Background: an optimization exercise with open tools, aiming at small area and a short achievable clock period. Do not read the settings as production practice.
Where RTL was checked, it was by simulation tests only, not by an equivalence proof against the original.
The flow treats the clock pin as an ideal source, which a real chip does not have.
Power is estimated from default activity; no workload was simulated.

== job 5437 ==
==> flow/design.v (excerpt) <==
module FP32Multi
(
    input         clk,
    input         input_valid,
    input [31:0]  x1,
    input [31:0]  x2,
    output [31:0] y,
    output reg    out_valid
);
wire [7:0]  e1 = x1[30:23];
wire [7:0]  e2 = x2[30:23];
wire        nz1 = |e1;
wire        nz2 = |e2;
wire        inf_0  = (&e1) | (&e2);
wire        zero_0 = ~(|x1[30:0]) | ~(|x2[30:0]);
wire [8:0]  esum_0 = {1'b0, e1} + {1'b0, e2};
wire [4:0]  lzf1, lzf2;
FP32Mul_lzc u_lzc1 (.f(x1[22:0]), .lz(lzf1));
FP32Mul_lzc u_lzc2 (.f(x2[22:0]), .lz(lzf2));
wire [4:0]  lz_0 = (lzf1 & {5{~nz1}}) | (lzf2 & {5{~nz2}});
wire [24:0] bm = {nz2, x2[22:0], 1'b0};
wire [11:0] one_0, two_0, neg_0;
genvar gi;
generate for (gi = 0; gi < 12; gi = gi + 1) begin : g_booth
    assign one_0[gi] = bm[2*gi+1] ^ bm[2*gi];
    assign two_0[gi] = (bm[2*gi+2] & ~bm[2*gi+1] & ~bm[2*gi]) | (~bm[2*gi+2] & bm[2*gi+1] & bm[2*gi]);
    assign neg_0[gi] = bm[2*gi+2] & ~(bm[2*gi+1] & bm[2*gi]);
  ...
Size: ~2200 cells after synthesis, about 99 I/O pins, roughly 23000 sq um of cells after synthesis.
export LEC_CHECK = 0
export CAP_MARGIN = 20
export CORE_MARGIN = 2
export CORE_UTILIZATION = 60
export CTS_CLUSTER_DIAMETER = 100
export CTS_CLUSTER_SIZE = 30
export PLACE_DENSITY = 0.72
export SETUP_SLACK_MARGIN = 5
export SLEW_MARGIN = 20
export SYNTH_HIERARCHICAL = 1
export TNS_END_PERCENT = 0
create_clock -name core_clock -period 8.5 [get_ports {clk}]
standard.sh (not shown) runs the stock make flow with config.mk's settings and CLKGATE_MAP_FILE= SYNTH_SCRIPT=/design/flow/synth_recipe.tcl, a recipe that flattens the netlist after the stock synthesis.
==> flow/flow/run.sh <==
#!/bin/bash
# Layout flow: the standard ORFS flow (standard.sh) unchanged except for
#  - synthesis: the same script, but ABC maps with flow/abc.script (area
#    oriented, no ABC-side buffering or sizing; OpenROAD sizes the gates
#    after placement);
#  - flow/env.sh: extra ORFS settings (port buffers are buf_1 cells);
set -euo pipefail
HERE=$(pwd)
ABC_D=${ABC_D:-$(cat flow/abc_d.txt 2>/dev/null || echo 3300)}
{
  cat <<'EOT'
proc abc {args} {
  set new {}
  set skip 0
  foreach a $args {
    if {$skip} { set skip 0; continue }
    if {$a eq "-script"} { lappend new -script $::env(MY_ABC_SCRIPT); set skip 1; continue }
    if {$a eq "-D"} { lappend new -D $::env(MY_ABC_D); set skip 1; continue }
    lappend new $a
  }
  puts "flow abc: $new"
  yosys abc {*}$new
}
EOT
  cat synth_recipe.tcl
} > my_synth.tcl
# optional extra ORFS settings
[ -f flow/env.sh ] && source flow/env.sh
export MY_ABC_SCRIPT=$HERE/flow/abc.script
export MY_ABC_D=$ABC_D
sed "s#SYNTH_SCRIPT=[^ ]*#SYNTH_SCRIPT=$HERE/my_synth.tcl#" standard.sh > my_standard.sh
# 1. standard flow up to clock tree synthesis
bash my_standard.sh cts > flow_make.log 2>&1
# 2. useful clock skew between the register banks (see flow/skew.tcl)
R=$HERE/orfs/results/sky130hd/FP32Multi/base
SKEW_IN=$R/4_cts.odb SKEW_OUT=$R/4_cts.odb openroad -no_init -exit flow/skew.tcl > skew.log 2>&1
touch $R/4_cts.odb
bash my_standard.sh > flow_make2.log 2>&1
==> flow/flow/skew.tcl <==
# Useful clock skew between the pipeline banks, applied after clock tree
# synthesis:
#  - the first bank (r1) gets its own branch buffers straight off the root
#    clock buffer, so it clocks earlier than the others: this moves time from
#    the input paths (which have slack) to the r1 -> r2 paths;
#  - the second bank (r2) gets one more buffer level below its leaf buffers,
#    and the third bank (r3) a delay buffer and a buffer, so r2 clocks a
#    little later and r3 later still: this moves time from the r3 -> r4
#    paths (which have slack) to the r1 -> r2 and r2 -> r3 paths.
set in_odb  $::env(SKEW_IN)
set out_odb $::env(SKEW_OUT)
set group_max [expr {[info exists ::env(SKEW_GROUP)] ? $::env(SKEW_GROUP) : 14}]
set bufname [expr {[info exists ::env(SKEW_BUF)] ? $::env(SKEW_BUF) : "sky130_fd_sc_hd__clkbuf_16"}]
read_db $in_odb
set db [ord::get_db]
set block [ord::get_db_block]
set rootnet [$block findNet clknet_0_clk]
if {$rootnet eq "NULL"} { puts "SKEW: no root clock net"; exit 1 }
set master [$db findMaster $bufname]
set pat {^(m1_1|one_1|two_1|neg_1|top_1|es_1|lz_1|inf_1|zero_1|s_1|v_1)(\\?\[|\$)}
set flops {}
foreach inst [$block getInsts] {
  set n [$inst getName]
  if {[regexp $pat $n] && [string match "sky130_fd_sc_hd__df*" [[$inst getMaster] getName]]} {
    lappend flops $inst
  }
}
puts "SKEW: [llength $flops] r1 registers"
# recursive bisection into groups of at most group_max
proc split_groups {insts maxn} {
  if {[llength $insts] <= $maxn} { return [list $insts] }
  set xs {}; set ys {}
  foreach i $insts { lassign [$i getLocation] x y; lappend xs $x; lappend ys $y }
  set dx [expr {[tcl::mathfunc::max {*}$xs] - [tcl::mathfunc::min {*}$xs]}]
  set dy [expr {[tcl::mathfunc::max {*}$ys] - [tcl::mathfunc::min {*}$ys]}]
  set idx [expr {$dx >= $dy ? 0 : 1}]
  set sorted [lsort -command [list cmp_loc $idx] $insts]
  set h [expr {[llength $sorted] / 2}]
  return [concat [split_groups [lrange $sorted 0 [expr {$h-1}]] $maxn] [split_groups [lrange $sorted $h end] $maxn]]
}
proc cmp_loc {idx a b} {
  set va [lindex [$a getLocation] $idx]; set vb [lindex [$b getLocation] $idx]
  return [expr {$va < $vb ? -1 : ($va > $vb ? 1 : 0)}]
}
set k 0
foreach g [split_groups $flops $group_max] {
  set sx 0; set sy 0
  foreach i $g { lassign [$i getLocation] x y; set sx [expr {$sx + $x}]; set sy [expr {$sy + $y}] }
  set cx [expr {int($sx / [llength $g])}]; set cy [expr {int($sy / [llength $g])}]
  set buf [odb::dbInst_create $block $master "skewbuf_$k"]
  $buf setLocation $cx $cy
  $buf setPlacementStatus PLACED
  set net [odb::dbNet_create $block "skewnet_$k"]
  $net setSigType CLOCK
  [$buf findITerm A] connect $rootnet
  [$buf findITerm X] connect $net
  foreach i $g {
    set it [$i findITerm CLK]
    $it disconnect
    $it connect $net
  }
  incr k
}
puts "SKEW: $k branch buffers"
# Later banks: one more buffer level below their leaf buffers.
proc add_late_level {pat bufname prefix} {
  global block db group_max
  set regs {}
  foreach inst [$block getInsts] {
    set n [$inst getName]
    if {[regexp $pat $n] && [string match "sky130_fd_sc_hd__df*" [[$inst getMaster] getName]]} {
      lappend regs $inst
    }
  }
  set bynet [dict create]
  foreach i $regs {
    set net [[$i findITerm CLK] getNet]
    dict lappend bynet [$net getName] $i
  }
  set m [$db findMaster $bufname]
  set k 0
  dict for {netname insts} $bynet {
    set leafnet [$block findNet $netname]
    foreach g [split_groups $insts $group_max] {
      set sx 0; set sy 0
      foreach i $g { lassign [$i getLocation] x y; set sx [expr {$sx + $x}]; set sy [expr {$sy + $y}] }
      set buf [odb::dbInst_create $block $m "${prefix}_$k"]
      $buf setLocation [expr {int($sx / [llength $g])}] [expr {int($sy / [llength $g])}]
      $buf setPlacementStatus PLACED
      set net [odb::dbNet_create $block "${prefix}net_$k"]
      $net setSigType CLOCK
      [$buf findITerm A] connect $leafnet
      [$buf findITerm X] connect $net
      foreach i $g {
        set it [$i findITerm CLK]
        $it disconnect
        $it connect $net
      }
      incr k
    }
  }
  puts "SKEW: [llength $regs] registers matching $pat behind $k $bufname"
}
set r2buf [expr {[info exists ::env(SKEW_R2BUF)] ? $::env(SKEW_R2BUF) : "sky130_fd_sc_hd__clkbuf_8"}]
set r3buf [expr {[info exists ::env(SKEW_R3BUF)] ? $::env(SKEW_R3BUF) : "sky130_fd_sc_hd__clkdlybuf4s25_2"}]
if {$r2buf ne ""} {
  add_late_level {^(sa_2|sb_2|plo_2|cin_2|sh_2|ex_2|big_2|s_2|v_2)(\\?\[|\$)} $r2buf skewr2
}
set r3buf2 [expr {[info exists ::env(SKEW_R3BUF2)] ? $::env(SKEW_R3BUF2) : "sky130_fd_sc_hd__clkbuf_8"}]
if {$r3buf ne ""} {
  add_late_level {^(w8_3|shl_3|ex_3|big_3|s_3|v_3)(\\?\[|\$)} $r3buf skewr3
}
if {$r3buf2 ne ""} {
  add_late_level {^(w8_3|shl_3|ex_3|big_3|s_3|v_3)(\\?\[|\$)} $r3buf2 skewr3b
}

# clock buffers left without sinks are removed
set changed 1
while {$changed} {
  set changed 0
  foreach inst [$block getInsts] {
    set m [[$inst getMaster] getName]
    if {[string match "sky130_fd_sc_hd__clkbuf_*" $m] && ![string match "skewbuf_*" [$inst getName]]} {
      set x [$inst findITerm X]
      set n [$x getNet]
      if {$n ne "NULL" && [llength [$n getITerms]] == 1 && [llength [$n getBTerms]] == 0} {
        puts "SKEW: removing idle [$inst getName]"
        [$inst findITerm A] disconnect
        $x disconnect
        odb::dbInst_destroy $inst
        odb::dbNet_destroy $n
        set changed 1
        break
      }
    }
  }
}
detailed_placement
check_placement -verbose
write_db $out_odb
Other scripts of this flow, unchanged in this note and not shown: flow/flow/abc.script, flow/flow/env.sh
Input changes introduced in job 4456 (baseline for comparison: job 5437):
diff --git a/flow/flow/skew.tcl b/flow/flow/skew.tcl
--- a/flow/flow/skew.tcl
+++ b/flow/flow/skew.tcl
@@ -102,5 +102,5 @@
   puts "SKEW: [llength $regs] registers matching $pat behind $k $bufname"
 }
-set r2buf [expr {[info exists ::env(SKEW_R2BUF)] ? $::env(SKEW_R2BUF) : "sky130_fd_sc_hd__clkbuf_8"}]
+set r2buf [expr {[info exists ::env(SKEW_R2BUF)] ? $::env(SKEW_R2BUF) : "sky130_fd_sc_hd__clkbuf_16"}]
 set r3buf [expr {[info exists ::env(SKEW_R3BUF)] ? $::env(SKEW_R3BUF) : "sky130_fd_sc_hd__clkdlybuf4s25_2"}]
 if {$r2buf ne ""} {
Findings:
Between job 5437 and job 4456, average wire length per cell after detail routing increased. Going from job 5437 to job 4456, total power picked up an extra about 1.9%; core utilization went up 0.42 points; via count shows a reduction of 0.40%; clock group power rose about 10%. Between job 5437 and job 4456, the worst-case register-to-register setup slack is lower for job 5437. [job 4456 vs job 5437] minimum period implied by the final worst setup slack: lower in job 4456. The higher share of total power consumed by net switching came out of job 5437. Fmax was higher in job 4456 than in job 5437.
Input-level comparison between job 5391 and job 4456:
diff --git a/flow/flow/skew.tcl b/flow/flow/skew.tcl
--- a/flow/flow/skew.tcl
+++ b/flow/flow/skew.tcl
@@ -4,8 +4,7 @@
 #    clock buffer, so it clocks earlier than the others: this moves time from
 #    the input paths (which have slack) to the r1 -> r2 paths;
-#  - the second bank (r2) gets one more buffer level below its leaf buffers,
-#    and the third bank (r3) a delay buffer and a buffer, so r2 clocks a
-#    little later and r3 later still: this moves time from the r3 -> r4
-#    paths (which have slack) to the r1 -> r2 and r2 -> r3 paths.
+#  - the third bank (r3) gets one more buffer level below its leaf buffers,
+#    so it clocks later: this moves time from the r3 -> r4 paths (which have
+#    slack) to the r2 -> r3 paths.
 set in_odb  $::env(SKEW_IN)
 set out_odb $::env(SKEW_OUT)
@@ -102,15 +101,11 @@
   puts "SKEW: [llength $regs] registers matching $pat behind $k $bufname"
 }
-set r2buf [expr {[info exists ::env(SKEW_R2BUF)] ? $::env(SKEW_R2BUF) : "sky130_fd_sc_hd__clkbuf_16"}]
-set r3buf [expr {[info exists ::env(SKEW_R3BUF)] ? $::env(SKEW_R3BUF) : "sky130_fd_sc_hd__clkdlybuf4s25_2"}]
+set r2buf [expr {[info exists ::env(SKEW_R2BUF)] ? $::env(SKEW_R2BUF) : ""}]
+set r3buf [expr {[info exists ::env(SKEW_R3BUF)] ? $::env(SKEW_R3BUF) : "sky130_fd_sc_hd__clkbuf_4"}]
 if {$r2buf ne ""} {
   add_late_level {^(sa_2|sb_2|plo_2|cin_2|sh_2|ex_2|big_2|s_2|v_2)(\\?\[|\$)} $r2buf skewr2
 }
-set r3buf2 [expr {[info exists ::env(SKEW_R3BUF2)] ? $::env(SKEW_R3BUF2) : "sky130_fd_sc_hd__clkbuf_8"}]
 if {$r3buf ne ""} {
   add_late_level {^(w8_3|shl_3|ex_3|big_3|s_3|v_3)(\\?\[|\$)} $r3buf skewr3
-}
-if {$r3buf2 ne ""} {
-  add_late_level {^(w8_3|shl_3|ex_3|big_3|s_3|v_3)(\\?\[|\$)} $r3buf2 skewr3b
 }
 
## What came out
- Fraction of power consumed by sequential logic delta for job 5391 relative to job 4456: 1.0 points higher
- Critical path capture point = w8_3[5]: job 4456; critical path capture point = sb_2[23]: job 5391
- Diff job 5391..job 4456 | footprint of the multi-input gates | negligible
- Job 5391 against job 4456: global router's overall resource usage lower, switching power as a share of total power went up by 1.1 points.
- Measured against each other, job 5391 and job 4456 differ in depth of the worst register-to-register path, the lower figure coming from job 5391.
- Against job 4456, leakage power of the design in job 5391 came out better.
- Between job 5391 and job 4456, the layout-stage area growth over the synthesis result is higher for job 4456.
The inputs of job 1346 differ from those of job 5391 as listed below.
diff --git a/flow/flow/skew.tcl b/flow/flow/skew.tcl
--- a/flow/flow/skew.tcl
+++ b/flow/flow/skew.tcl
@@ -4,7 +4,8 @@
 #    clock buffer, so it clocks earlier than the others: this moves time from
 #    the input paths (which have slack) to the r1 -> r2 paths;
-#  - the third bank (r3) gets one more buffer level below its leaf buffers,
-#    so it clocks later: this moves time from the r3 -> r4 paths (which have
-#    slack) to the r2 -> r3 paths.
+#  - the second bank (r2) gets one more buffer level below its leaf buffers,
+#    and the third bank (r3) a delay buffer and a buffer, so r2 clocks a
+#    little later and r3 later still: this moves time from the r3 -> r4
+#    paths (which have slack) to the r1 -> r2 and r2 -> r3 paths.
 set in_odb  $::env(SKEW_IN)
 set out_odb $::env(SKEW_OUT)
@@ -101,11 +102,15 @@
   puts "SKEW: [llength $regs] registers matching $pat behind $k $bufname"
 }
-set r2buf [expr {[info exists ::env(SKEW_R2BUF)] ? $::env(SKEW_R2BUF) : ""}]
-set r3buf [expr {[info exists ::env(SKEW_R3BUF)] ? $::env(SKEW_R3BUF) : "sky130_fd_sc_hd__clkbuf_4"}]
+set r2buf [expr {[info exists ::env(SKEW_R2BUF)] ? $::env(SKEW_R2BUF) : "sky130_fd_sc_hd__clkbuf_16"}]
+set r3buf [expr {[info exists ::env(SKEW_R3BUF)] ? $::env(SKEW_R3BUF) : "sky130_fd_sc_hd__clkdlybuf4s25_2"}]
 if {$r2buf ne ""} {
   add_late_level {^(sa_2|sb_2|plo_2|cin_2|sh_2|ex_2|big_2|s_2|v_2)(\\?\[|\$)} $r2buf skewr2
 }
+set r3buf2 [expr {[info exists ::env(SKEW_R3BUF2)] ? $::env(SKEW_R3BUF2) : "sky130_fd_sc_hd__clkbuf_8"}]
 if {$r3buf ne ""} {
   add_late_level {^(w8_3|shl_3|ex_3|big_3|s_3|v_3)(\\?\[|\$)} $r3buf skewr3
+}
+if {$r3buf2 ne ""} {
+  add_late_level {^(w8_3|shl_3|ex_3|big_3|s_3|v_3)(\\?\[|\$)} $r3buf2 skewr3b
 }
 
Non-clock buffer area fraction after layout: job 1346 > job 5391. Job 1346 and job 5391 ended up with roughly the same total sequential power. Going from job 5391 to job 1346, total power divided by cell area now sits higher, clock power saw an increase, non-clock buffer count +about 13%, sequential share of layout area lost 0.38 points. For via count, job 5391 and job 1346 come out practically identical. Relative to job 5391, power has gone up in job 1346.

---

Another version of the RTL of FP32Multi (not shown whole).
Size: ~2,200 cells after synthesis, roughly 99 I/O pins, about 22,000 µm² of cells after synthesis.
Settings: LEC_CHECK=0, CAP_MARGIN=20, CORE_MARGIN=2, CORE_UTILIZATION=60, PLACE_DENSITY=0.72, SETUP_SLACK_MARGIN=5, SLEW_MARGIN=20, SYNTH_HIERARCHICAL=1, TNS_END_PERCENT=0; clock period 8.5 ns.
==> flow/flow/run.sh <==
#!/bin/bash
# Layout flow: the standard ORFS flow, with synthesis mapped by the ABC
# script in flow/abc.script (no ABC-side buffering/sizing; OpenROAD sizes
# the gates after placement) at a tighter ABC delay target.
set -euo pipefail
HERE=$(pwd)
ABC_D=${ABC_D:-$(cat flow/abc_d.txt 2>/dev/null || echo 3300)}
{
  cat <<'EOT'
proc abc {args} {
  set new {}
  set skip 0
  foreach a $args {
    if {$skip} { set skip 0; continue }
    if {$a eq "-script"} { lappend new -script $::env(MY_ABC_SCRIPT); set skip 1; continue }
    if {$a eq "-D"} { lappend new -D $::env(MY_ABC_D); set skip 1; continue }
    lappend new $a
  }
  puts "flow abc: $new"
  yosys abc {*}$new
}
EOT
  cat synth_recipe.tcl
} > my_synth.tcl
# optional extra ORFS settings
[ -f flow/env.sh ] && source flow/env.sh
export MY_ABC_SCRIPT=$HERE/flow/abc.script
export MY_ABC_D=$ABC_D
sed "s#SYNTH_SCRIPT=[^ ]*#SYNTH_SCRIPT=$HERE/my_synth.tcl#" standard.sh > my_standard.sh
bash my_standard.sh > flow_make.log 2>&1
==> flow/flow/abc.script <==
&get -n
&st
&dch
&nf -R 1000
&put
topo
stime -c
==> flow/flow/env.sh <==
export BUFFER_PORTS_ARGS="-buffer_cell sky130_fd_sc_hd__buf_1"
Change:
CTS_BUF_LIST = sky130_fd_sc_hd__clkbuf_4 sky130_fd_sc_hd__clkbuf_8   (was not set)
Outcome: The new run finished with timing, DRC and antenna clean; synthesized cell count does not change; clock skew grows by 0.017 ns; final cell count went up by 1.0%; hold slack hardly moves; via count went up by 0.98%; wire length fell by 0.34%; clock power goes up by about 4%; count of clock-buffer cells in the layout goes up by 27; area after synthesis stays the same.
No functional check of the RTL was part of any run of this note.

separate check: timing with driven ports:
How much do the figures lean on ideal ports? The routed layouts below were timed once more, with nothing changed but the port constraints.
Step 1 sets driving cells, clkbuf_16 on the clock port and buf_2 on the other inputs (assumed; they add their load-dependent delay and slew).
Step 2, shift: input delay + t, output delay - t, t = (earliest + latest rising clock arrival at the registers) / 2. This alone moves slack from input paths to output paths.
Three values: ideal, step 1, step 2; two values: the first two.
run	t (ns)	slack for setup (ns)	latest minus earliest clock arrival (ns)	pins driven straight from the clock port
job 5437	0.744	5.139 / 5.139 / 4.524	0.646 / 0.646	1
job 4456	0.746	5.188 / 5.188 / 4.528	0.652 / 0.653	1
job 5391	0.637	5.085 / 5.085 / 4.634	0.436 / 0.437	1
job 1346	0.746	5.188 / 5.188 / 4.528	0.652 / 0.653	1
the first run of note 2	0.637	4.872 / 4.872 / 4.761	0.020 / 0.020	1
the second run of note 2	0.642	4.891 / 4.891 / 4.753	0.038 / 0.038	1
Clock arrivals are far apart in job 5437, job 4456, job 5391 and job 1346, so t is only a midpoint there and step 2 fits no single register.
